This design comes from an exercise in tuning for small area and a short achievable clock period on the open sky130 flow, not from production work.
Function was not checked in any run shown here: the RTL went through the layout flow alone.

==> flow/design.v, too long to show whole: its modules and the start of the top module <==
// module lab2_pipe: 2725 lines
// module lab2_fa: 4 lines
// module lab2_x2: 3 lines
// module lab2_bsel: 3 lines
// module lab2_x3: 3 lines
// module lab2_or: 3 lines
// module lab2_nor: 3 lines
module lab2_pipe (
    input clk,
    input rst,
    input start,
    input [31:0] x,
    output reg rdy,
    output [31:0] y
);
  // ...
==> flow/flow/run.sh <==
#!/bin/bash
set -euo pipefail
export BUFFER_PORTS_ARGS="-buffer_cell sky130_fd_sc_hd__buf_2"
bash standard.sh > standard_flow.log 2>&1
==> flow/standard.sh <==
#!/bin/bash
# synth_recipe.tcl (not shown) runs the flow's synth.tcl, then flattens the netlist and writes it again
# the make line also repeats each setting of config.mk as NAME=value (left out here)
make -C /OpenROAD-flow-scripts/flow DESIGN_CONFIG=/design/flow/config.mk WORK_HOME=/design/flow/orfs CLKGATE_MAP_FILE= SYNTH_SCRIPT=/design/flow/synth_recipe.tcl "${@:-finish}"
==> flow/config.mk <==
export PLATFORM = sky130hd
export DESIGN_NAME = lab2_pipe
export DESIGN_NICKNAME = lab2_pipe
export VERILOG_FILES = /design/flow/design.v
export SDC_FILE = /design/flow/constraint.sdc
export NUM_CORES = 4
export LEC_CHECK = 0
export CAP_MARGIN = 20
export CORE_MARGIN = 2
export CORE_UTILIZATION = 40
export CTS_CLUSTER_DIAMETER = 80
export CTS_CLUSTER_SIZE = 22
export PLACE_DENSITY = 0.6
export SLEW_MARGIN = 75
export SYNTH_HIERARCHICAL = 1
==> flow/constraint.sdc <==
create_clock -name core_clock -period 15.0 [get_ports {clk}]
set_input_delay 3.0000 -clock core_clock [delete_from_list [all_inputs] [get_ports {clk}]]
set_output_delay 3.0000 -clock core_clock [all_outputs]
set_load 0.01 [all_outputs]
==> summary.md, run 1 <==
| Metric | Value |
|---|---|
| Storage element area | around 7200 µm² |
| Worst hold endpoint | r3_x[15]$_DFF_P_ |
| Status | timing/DRC/antenna clean |
| FF-to-FF setup slack | about 11 ns |
| First-pass GRT wire length | around 120 mm |
| CP Buf/Inv Count | 1 |
| Place WS | around 11 ns |
| Total negative setup slack | 0 ns |
| Root Buffer | clkbuf_16 |
| Slowest stage delay, CP | around 0.53 ns |
| Initial antenna violation count | 0 |
| Core area | 75,570 µm² |
| Largest register by flop count | r4_cs |
| Synth async-reset ratio | 0% |
| Synth top area cells | fa_1 44%, dfxtp_1 23%, nand2_1 11% |
| Area grow syn2layout | 9.564% |
| Highest routed layer | met4 |
| CP arrival | approximately 4.7 ns |
| Final Wtd Congestion | 0.8292 |
| Post-synthesis sequential area ratio | a little under a quarter |
| Die X | roughly 280 µm |
| Drt initial violations | between 1,000 and 1,500 |
| Period Utilization, post-route | ~28% |
| Clk slew on worst S/H paths | approximately 0.08 ns |
==> inputs of run 2 (changes only) <==
--- a/flow/design.v
+++ b/flow/design.v
@@ -724,19 +724,21 @@
 lab2_x2 u487 (.a(s485), .b(c460), .y(s487));
 wire s488;
 lab2_x2 u488 (.a(s486), .b(s487), .y(s488));
 wire s489;
 lab2_x2 u489 (.a(c461), .b(s488), .y(s489));
 wire s490;
 lab2_x2 u490 (.a(s489), .b(c462), .y(s490));
 wire i491 = ~r1_x[0];
-wire [20:0] x2_lo = ~({1'b1, s334, c318, s315, c303, s302, c290, c283, c279, s278, c270, s267, c263, s260, c258, p60, p3, p2, p1, 1'b1, i491} + {1'b1, c325, s325, s317, s309, c295, s295, s289, s283, c273, s273, s269, s265, s262, s259, s257, p32, p31, 1'b1, 1'b1, 1'b1} + 1'b1);
+wire [21:0] x2_lo_c = {{1'b1, s334, c318, s315, c303, s302, c290, c283, c279, s278, c270, s267, c263, s260, c258, p60, p3, p2, p1, 1'b1, i491}, 1'b1} + {{1'b1, c325, s325, s317, s309, c295, s295, s289, s283, c273, s273, s269, s265, s262, s259, s257, p32, p31, 1'b1, 1'b1, 1'b1}, 1'b1};
+wire [20:0] x2_lo = ~x2_lo_c[21:1];
 wire i492 = ~r2_x2h[22];
-wire [11:0] x2_hi = ~({i492, r2_x2h[20], r2_x2h[18], r2_x2h[16], r2_x2h[14], r2_x2h[12], r2_x2h[10], r2_x2h[8], r2_x2h[6], r2_x2h[4], r2_x2h[2], r2_x2h[0]} + {r2_x2h[23], r2_x2h[21], r2_x2h[19], r2_x2h[17], r2_x2h[15], r2_x2h[13], r2_x2h[11], r2_x2h[9], r2_x2h[7], r2_x2h[5], r2_x2h[3], r2_x2h[1]} + {~r2_x2l[19]});
+wire [12:0] x2_hi_c = {{i492, r2_x2h[20], r2_x2h[18], r2_x2h[16], r2_x2h[14], r2_x2h[12], r2_x2h[10], r2_x2h[8], r2_x2h[6], r2_x2h[4], r2_x2h[2], r2_x2h[0]}, 1'b1} + {{r2_x2h[23], r2_x2h[21], r2_x2h[19], r2_x2h[17], r2_x2h[15], r2_x2h[13], r2_x2h[11], r2_x2h[9], r2_x2h[7], r2_x2h[5], r2_x2h[3], r2_x2h[1]}, {~r2_x2l[19]}};
+wire [11:0] x2_hi = ~x2_hi_c[12:1];
 wire p493 = ~(r2_x2l[2] & r2_x2l[1]);
 wire p494 = ~(r2_x2l[2] & ~r2_x2l[1]);
 wire p495 = ~(r2_x2l[3] & ~r2_x2l[2]);
 wire p496 = ~(r2_x2l[3] & r2_x2l[2]);
 wire p497 = ~(r2_x2l[4] & ~r2_x2l[3]);
 wire p498 = ~(r2_x2l[4] & r2_x2l[3]);
 wire p499 = ~(r2_x2l[5] & ~r2_x2l[4]);
 wire p500 = ~(r2_x2l[5] & r2_x2l[4]);
@@ -1316,17 +1318,18 @@
 lab2_x2 u905 (.a(s902), .b(s903), .y(s905));
 wire s906;
 lab2_x2 u906 (.a(c883), .b(s904), .y(s906));
 wire s907;
 lab2_x2 u907 (.a(c884), .b(s905), .y(s907));
 wire s908;
 lab2_x2 u908 (.a(s906), .b(s907), .y(s908));
 wire i909 = ~r2_x2l[0];
-wire [20:0] x4_lo = ~({1'b1, s776, c764, s763, c751, c744, c740, s739, c731, s728, c724, s721, c719, p548, p493, p521, r2_x2l[1], p519, 1'b1, 1'b1, i909} + {1'b1, s778, s770, c756, s756, s750, s744, c734, s734, s730, s726, s723, s720, s718, p522, 1'b1, p520, 1'b1, 1'b1, 1'b1, 1'b1} + 1'b1);
+wire [21:0] x4_lo_c = {{1'b1, s776, c764, s763, c751, c744, c740, s739, c731, s728, c724, s721, c719, p548, p493, p521, r2_x2l[1], p519, 1'b1, 1'b1, i909}, 1'b1} + {{1'b1, s778, s770, c756, s756, s750, s744, c734, s734, s730, s726, s723, s720, s718, p522, 1'b1, p520, 1'b1, 1'b1, 1'b1, 1'b1}, 1'b1};
+wire [20:0] x4_lo = ~x4_lo_c[21:1];
 wire s910, c910;
 lab2_fa u910 (.a(r3_x4h[12]), .b(r3_x4h[13]), .c(r3_x4h[14]), .s(s910), .co(c910));
 wire s911 = r3_x4h[16] ^ r3_x4h[17];
 wire s912 = ~(r3_x4h[16] ^ r3_x4h[17]);
 wire c913;
 lab2_or u913 (.a(r3_x4h[16]), .b(r3_x4h[17]), .y(c913));
 wire s914, c914;
 lab2_fa u914 (.a(r3_x4h[18]), .b(r3_x4h[19]), .c(r3_x4h[20]), .s(s914), .co(c914));
@@ -1340,17 +1343,18 @@
 lab2_fa u919 (.a(r3_x4h[25]), .b(r3_x4h[26]), .c(r3_x4h[27]), .s(s919), .co(c919));
 wire s920, c920;
 lab2_fa u920 (.a(r3_x4h[28]), .b(c915), .c(s919), .s(s920), .co(c920));
 wire s921;
 lab2_x2 u921 (.a(r3_x4h[29]), .b(r3_x4h[30]), .y(s921));
 wire s922;
 lab2_x2 u922 (.a(s921), .b(c919), .y(s922));
 wire i923 = ~s922;
-wire [11:0] x4_hi = ~({i923, c918, s915, c913, s912, r3_x4h[15], r3_x4h[10], r3_x4h[8], r3_x4h[6], r3_x4h[4], r3_x4h[2], r3_x4h[0]} + {c920, s920, s917, s914, c910, s910, r3_x4h[11], r3_x4h[9], r3_x4h[7], r3_x4h[5], r3_x4h[3], r3_x4h[1]} + {~r3_x4l[17]});
+wire [12:0] x4_hi_c = {{i923, c918, s915, c913, s912, r3_x4h[15], r3_x4h[10], r3_x4h[8], r3_x4h[6], r3_x4h[4], r3_x4h[2], r3_x4h[0]}, 1'b1} + {{c920, s920, s917, s914, c910, s910, r3_x4h[11], r3_x4h[9], r3_x4h[7], r3_x4h[5], r3_x4h[3], r3_x4h[1]}, {~r3_x4l[17]}};
+wire [11:0] x4_hi = ~x4_hi_c[12:1];
 wire p924 = ~(r3_x4l[0] & r3_x[0]);
 wire p925 = ~(r3_x4l[0] & r3_x[1]);
 wire p926 = ~(r3_x4l[0] & r3_x[2]);
 wire p927 = ~(r3_x4l[0] & r3_x[3]);
 wire p928 = ~(r3_x4l[0] & r3_x[4]);
 wire p929 = ~(r3_x4l[0] & r3_x[5]);
 wire p930 = ~(r3_x4l[0] & r3_x[6]);
 wire p931 = ~(r3_x4l[0] & r3_x[7]);
@@ -2701,17 +2705,18 @@
 wire s1846;
 lab2_x2 u1846 (.a(s1844), .b(s1845), .y(s1846));
 wire s1847;
 lab2_x2 u1847 (.a(s1846), .b(c1838), .y(s1847));
 wire s1848;
 lab2_x2 u1848 (.a(s1847), .b(c1839), .y(s1848));
 wire i1849 = ~r4_cs[3];
 wire i1850 = ~s1848;
-wire [31:0] y_s = ~({i1850, c1835, c1829, s1826, c1817, c1812, c1807, c1802, s1799, s1796, c1792, s1791, c1787, s1784, c1780, c1777, r4_cs[31], r4_cs[27], r4_cs[25], r4_cs[23], r4_cs[21], r4_cs[19], r4_cs[17], r4_cs[15], r4_cs[13], r4_cs[11], r4_cs[9], r4_cs[7], r4_cs[5], i1849, r4_cs[2], r4_cs[0]} + {c1842, s1841, s1834, s1828, s1822, s1816, s1811, s1806, s1801, c1793, s1793, c1788, s1788, s1786, s1782, s1779, s1776, r4_cs[28], r4_cs[26], r4_cs[24], r4_cs[22], r4_cs[20], r4_cs[18], r4_cs[16], r4_cs[14], r4_cs[12], r4_cs[10], r4_cs[8], r4_cs[6], r4_cs[4], 1'b1, r4_cs[1]} + 1'b1);
+wire [32:0] y_s_c = {{i1850, c1835, c1829, s1826, c1817, c1812, c1807, c1802, s1799, s1796, c1792, s1791, c1787, s1784, c1780, c1777, r4_cs[31], r4_cs[27], r4_cs[25], r4_cs[23], r4_cs[21], r4_cs[19], r4_cs[17], r4_cs[15], r4_cs[13], r4_cs[11], r4_cs[9], r4_cs[7], r4_cs[5], i1849, r4_cs[2], r4_cs[0]}, 1'b1} + {{c1842, s1841, s1834, s1828, s1822, s1816, s1811, s1806, s1801, c1793, s1793, c1788, s1788, s1786, s1782, s1779, s1776, r4_cs[28], r4_cs[26], r4_cs[24], r4_cs[22], r4_cs[20], r4_cs[18], r4_cs[16], r4_cs[14], r4_cs[12], r4_cs[10], r4_cs[8], r4_cs[6], r4_cs[4], 1'b1, r4_cs[1]}, 1'b1};
+wire [31:0] y_s = ~y_s_c[32:1];
 always @(posedge clk) begin
     r1_x <= {x[31], x[30], x[29], x[28], x[27], x[26], x[25], x[24], x[23], x[22], x[21], x[20], x[19], x[18], x[17], x[16], x[15], x[14], x[13], x[12], x[11], x[10], x[9], x[8], x[7], x[6], x[5], x[4], x[3], x[2], x[1], x[0]};
     r2_x <= {r1_x[31], r1_x[30], r1_x[29], r1_x[28], r1_x[27], r1_x[26], r1_x[25], r1_x[24], r1_x[23], r1_x[22], r1_x[21], r1_x[20], r1_x[19], r1_x[18], r1_x[17], r1_x[16], r1_x[15], r1_x[14], r1_x[13], r1_x[12], r1_x[11], r1_x[10], r1_x[9], r1_x[8], r1_x[7], r1_x[6], r1_x[5], r1_x[4], r1_x[3], r1_x[2], r1_x[1], r1_x[0]};
     r2_x2l <= {x2_lo[20], x2_lo[19], x2_lo[18], x2_lo[17], x2_lo[16], x2_lo[15], x2_lo[14], x2_lo[13], x2_lo[12], x2_lo[11], x2_lo[10], x2_lo[9], x2_lo[8], x2_lo[7], x2_lo[6], x2_lo[5], x2_lo[4], x2_lo[3], p1, r1_x[0]};
     r2_x2h <= {c463, s490, s463, c450, c435, s449, s435, c423, s422, c409, s409, c398, c385, s397, s385, c375, s374, c363, s363, c354, c343, s353, s343, c335};
     r3_x <= {r2_x[31], r2_x[30], r2_x[29], r2_x[28], r2_x[27], r2_x[26], r2_x[25], r2_x[24], r2_x[23], r2_x[22], r2_x[21], r2_x[20], r2_x[19], r2_x[18], r2_x[17], r2_x[16], r2_x[15], r2_x[14], r2_x[13], r2_x[12], r2_x[11], r2_x[10], r2_x[9], r2_x[8], r2_x[7], r2_x[6], r2_x[5], r2_x[4], r2_x[3], r2_x[2], r2_x[1], r2_x[0]};
     r3_x2 <= {~x2_hi[11], ~x2_hi[10], ~x2_hi[9], ~x2_hi[8], ~x2_hi[7], ~x2_hi[6], ~x2_hi[5], ~x2_hi[4], ~x2_hi[3], ~x2_hi[2], ~x2_hi[1], ~x2_hi[0], ~r2_x2l[18], ~r2_x2l[17], ~r2_x2l[16], ~r2_x2l[15], ~r2_x2l[14], ~r2_x2l[13], ~r2_x2l[12], ~r2_x2l[11], ~r2_x2l[10], ~r2_x2l[9], ~r2_x2l[8], ~r2_x2l[7], ~r2_x2l[6], ~r2_x2l[5], ~r2_x2l[4], ~r2_x2l[3], ~r2_x2l[2], ~r2_x2l[1], ~r2_x2l[0]};
     r3_x4l <= {x4_lo[20], x4_lo[19], x4_lo[18], x4_lo[17], x4_lo[16], x4_lo[15], x4_lo[14], x4_lo[13], x4_lo[12], x4_lo[11], x4_lo[10], x4_lo[9], x4_lo[8], x4_lo[7], x4_lo[6], x4_lo[5], x4_lo[4], r2_x2l[0]};
==> flow/config.mk (replaced) <==
export PLATFORM = sky130hd
export DESIGN_NAME = lab2_pipe
export DESIGN_NICKNAME = lab2_pipe
export VERILOG_FILES = /design/flow/design.v
export SDC_FILE = /design/flow/constraint.sdc
export NUM_CORES = 4
export LEC_CHECK = 0
export CAP_MARGIN = 20
export CORE_MARGIN = 2
export CORE_UTILIZATION = 40
export CTS_BUF_LIST = sky130_fd_sc_hd__clkbuf_8
export CTS_CLUSTER_DIAMETER = 60
export CTS_CLUSTER_SIZE = 16
export PLACE_DENSITY = 0.6
export SLEW_MARGIN = 75
export SYNTH_HIERARCHICAL = 1
==> run 2 against run 1 <==
Compared with the run above: register-to-register slack better by 0.12 ns; final cell count up 3.2%; flip-flop and latch count stayed put; non-clock buffer count grew 6; first-iteration DRC count decreased by 7.6%; routed wire length grew 3.7%; clock skew grew 0.018 ns; critical path type is now flip-flop to primary output; critical endpoint is now y[28].
==> summary.md, run 2 <==
| Metric | Value |
|---|---|
| Synth async-reset ratio | 0% (unchanged) |
| Most common cell after layout, fill and taps aside | nand2_1 |
| Core area | 76,080 µm² (+0.67%) |
| Cell Area, Synth | roughly 31,000 µm² |
| Die X | 281.3 µm (+0.53%) |
| CTS tree | done |
| Period Utilization, post-route | 27.75% (-0.40 points) |
| Setup violators final | 0 |
| Worst-Skew Late Latency | about 0.67 ns |
| Htree depth | 2 |
| Fin. Hold Viols | 0 |
| Crit Path Category | flip-flop to primary output |
| Cells after Synth | 2,971 |
| Mean Syn Cell Area | just over 10 µm² |
| Fin. max-slew vios | 0 |
| Average wire per cell in the routed design | 19.57 µm |
| CP Buf/Inv Count | 1 (unchanged) |
| Number of flops mapped to enable cells by yosys | 0 |
| DRC | 0 |
| CTS buffer count | 39 |
| Placed cell count | roughly 3,900 |
| Total Routing Usage GR | about a fifth |
| Post-DRT Antenna Nets | 0 |
| Layout Skew | 0.04828 ns |
| Hpwl dp | just under 60 mm |
| Crit-path cells | buf_2 |
| Die Y | around 280 µm |
| CP startpoint kind | flip-flop |
| Smallest hold slack | 0.3235 ns |
| CP max FO | 1 |
| Vias in the first global route | 22,720 |
| DR vias | about 21,000 |
| RSZ-0062 raised after global routing | false |
| Most frequent cell after synthesis | nand2_1 |
| Hold buffer count at CTS | 0 |
| Clk slew on worst S/H paths | 0.10 ns (+0.02 ns) |
| Layout cells sized above 1 | about a tenth |
| CP max stage cell | dfxtp_1 |
| Total grt overflow | 0 |
| Final WL | about 79 mm |
| Largest net degree at the start of global routing | 33 |
| Row Count | between 100 and 150 |
| Area grow syn2layout | 9.512% (about the same) |
| CP top delay family | flip-flops |
| Max reg flops | 95 |
| Drt pass-1 iters | 6 |
| Synth top area cells | fa_1 43%, dfxtp_1 23%, nand2_1 11% |
| Required time worst endpoint | about 12 ns |
| Nets@finish | around 3,700 |
| Post-CTS Resized | 0 |
| Port Buffers | 66 |
| Initial core utilization | around two fifths |
| HP Class | flip-flop to flip-flop |
| Postcts setup bufs | 0 |
| Post-synthesis sequential area ratio | 22.85% (-0.24 points) |
| Top flop regs | r4_cs: 95 flops, r1_x: 32 flops |
| Yosys cell types | 75 |
| Mapped Nets | 3,758 |
| Seq cells post-synth | about 350 |
| Share of the synthesized area in the top cell type | between 40 and 50% |
| Root Buffer | clkbuf_8 |
| Clk buf depth | 3 |
| Vias per cell | between 5 and 6 |
| Die area | around 80,000 µm² |
| Largest register by flop count | r4_cs |
| # fillers | 7,256 |
| CP arrival | 1.16 ns (-3.54 ns) |
| Crit end category | primary output |
| Fmax achieved | approximately 240 MHz |
| CTS Sinks | around 350 |
| Minimum clock period | 4.162 ns |
| Final Wtd Congestion | 0.8307 (+0.18%) |
| Most frequent cells in the layout | 922 x nand2_1, 665 x fa_1, 304 x dfxtp_1, 127 x xor2_1, 84 x ha_1 |
| Top cells by count, synth | 923 x nand2_1, 667 x fa_1, 351 x dfxtp_1, 163 x clkbuf_1, 133 x xor2_1 |
| First-pass GRT wire length | 126.5 mm (+3.2%) |
| Initial antenna violation count | 2 (+2) |
| Total negative setup slack | 0 ns (unchanged) |
| Post-synth top area cell | fa_1 |
| Drt initial violations | 1,330 (-7.6%) |
| Post-synth top flop | dfxtp_1 |
| Max cap viols | 0 |
| Warnings from Yosys | 7 |
| Non-Filler Instances | between 4,000 and 5,000 |
| Status | timing/DRC/antenna clean |
| Slowest stage delay, CP | 0.38 ns (-0.15 ns) |
| Boundary pin count | 68 |
run 2: cell count changes after synthesis, moves of 5 or more:
cell	previous run	this run
a21oi_1	66	56
xor2_1	142	133
nand2_1	901	923
nor2b_1	11	17
nand3_1	10	21
nand2b_1	60	39
inv_1	47	57
o31ai_1	2	9
o21a_1	10	15
buf_2	0	6
run 2: metal layers:
| metal | track usage [%] | vias to the layer above | part of all wire, % |
|---|---|---|---|
| met4 | 7.774 | 0 | 3.7 |
| met3 | 3.034 | 150 | 6.3 |
| met5 | 0 | - | 0 |
| met2 | 35.05 | 739 | 48 |
| li1 | - | 9177 | - |
| met1 | 27.00 | 10770 | 41 |
run 2: kinds of logic (layout without fill, tap and decap cells):
family,count (synthesis),after routing,share of synthesized area (%)
adder cells (fa/ha/maj),752,752,46.87
AND/OR/NAND/NOR,1176,1176,15.81
flip-flops,351,351,22.85
buffers and inverters,241,253,2.990
XOR/XNOR,226,226,6.436
other,1,2,0.01219
multiplexers,1,1,0.03255
AO/OA/AOI/OAI,223,223,5.000
run 2: modules after synthesis, one instance, submodules excluded:
| module | cells inside | copies in the design |
|---|---|---|
| lab2_pipe | 2148 | 1 |
| lab2_x2 | 1 | 107 |
| lab2_fa | 1 | 664 |
| lab2_or | 1 | 52 |
run 2: area by class of cell:
| class | instances | area [µm²] | share of cell area [%] |
|---|---|---|---|
| Multi-Input combinational cell | 2379 | 23230 | 68.96 |
| Sequential cell | 351 | 7158 | 21.25 |
| Tap cell | 1030 | 1289 | 3.826 |
| Timing Repair Buffer | 125 | 874.6 | 2.597 |
| Clock buffer | 40 | 550.5 | 1.635 |
| Clock inverter | 30 | 356.6 | 1.059 |
| Inverter | 58 | 222.7 | 0.6612 |
| Antenna cell | 1 | 2.502 | 0.007430 |
run 2: final timing paths:
path                                          from                 end  slack [ns]  cells past startpoint
worst max register to register   r2_x2l[6]$_DFF_P_  r3_x4l[17]$_DFF_P_       10.90                     13
worst max-delay path            y_r[28]$_SDFF_PP0_               y[28]       10.84                      1
worst min-delay path              r2_x[13]$_DFF_P_    r3_x[13]$_DFF_P_        0.32                      0
worst min register to register    r2_x[13]$_DFF_P_    r3_x[13]$_DFF_P_        0.32                      0
run 2: metrics by stage:
step	setup slack [ns]	instance area [µm²]	util, %
after detailed placement	10.69	32610	42.87
after floorplan	11.06	30760	-
after global routing	10.70	33680	44.27
after global placement	10.56	32030	42.10
after CTS	10.78	33520	44.06
final	10.84	33680	44.27

## what the ideal ports hide
No port has a modelled driver above. Below, the same layouts with a new extraction and two added sets of constraints. Step 1, drivers: a clkbuf_16 drives clk and a buf_2 each remaining input, both assumed. Step 2 moves the port delays by t, midway between the first and last clock arrival at a register: inputs arrive t later, outputs are due t later. That takes back most of the time a late clock gives input paths. Three values: no drivers, after step 1, after step 2; two values: the first two.
run	t (ns)	setup slack, ns	worst hold slack (ns)	worst data-port slew with drivers (ns)	pins driven straight from the clock port
run 1	0.655	10.777 / 10.777 / 10.777	0.328 / 0.328 / 0.328	0.04	1
run 2	0.706	10.838 / 10.773 / 10.680	0.323 / 0.323 / 0.323	0.04	1
After both steps setup and hold are still met in every run listed. For run 2, which loses most, drivers alone change the setup slack by -0.065 ns; drivers and shift together by -0.158 ns.
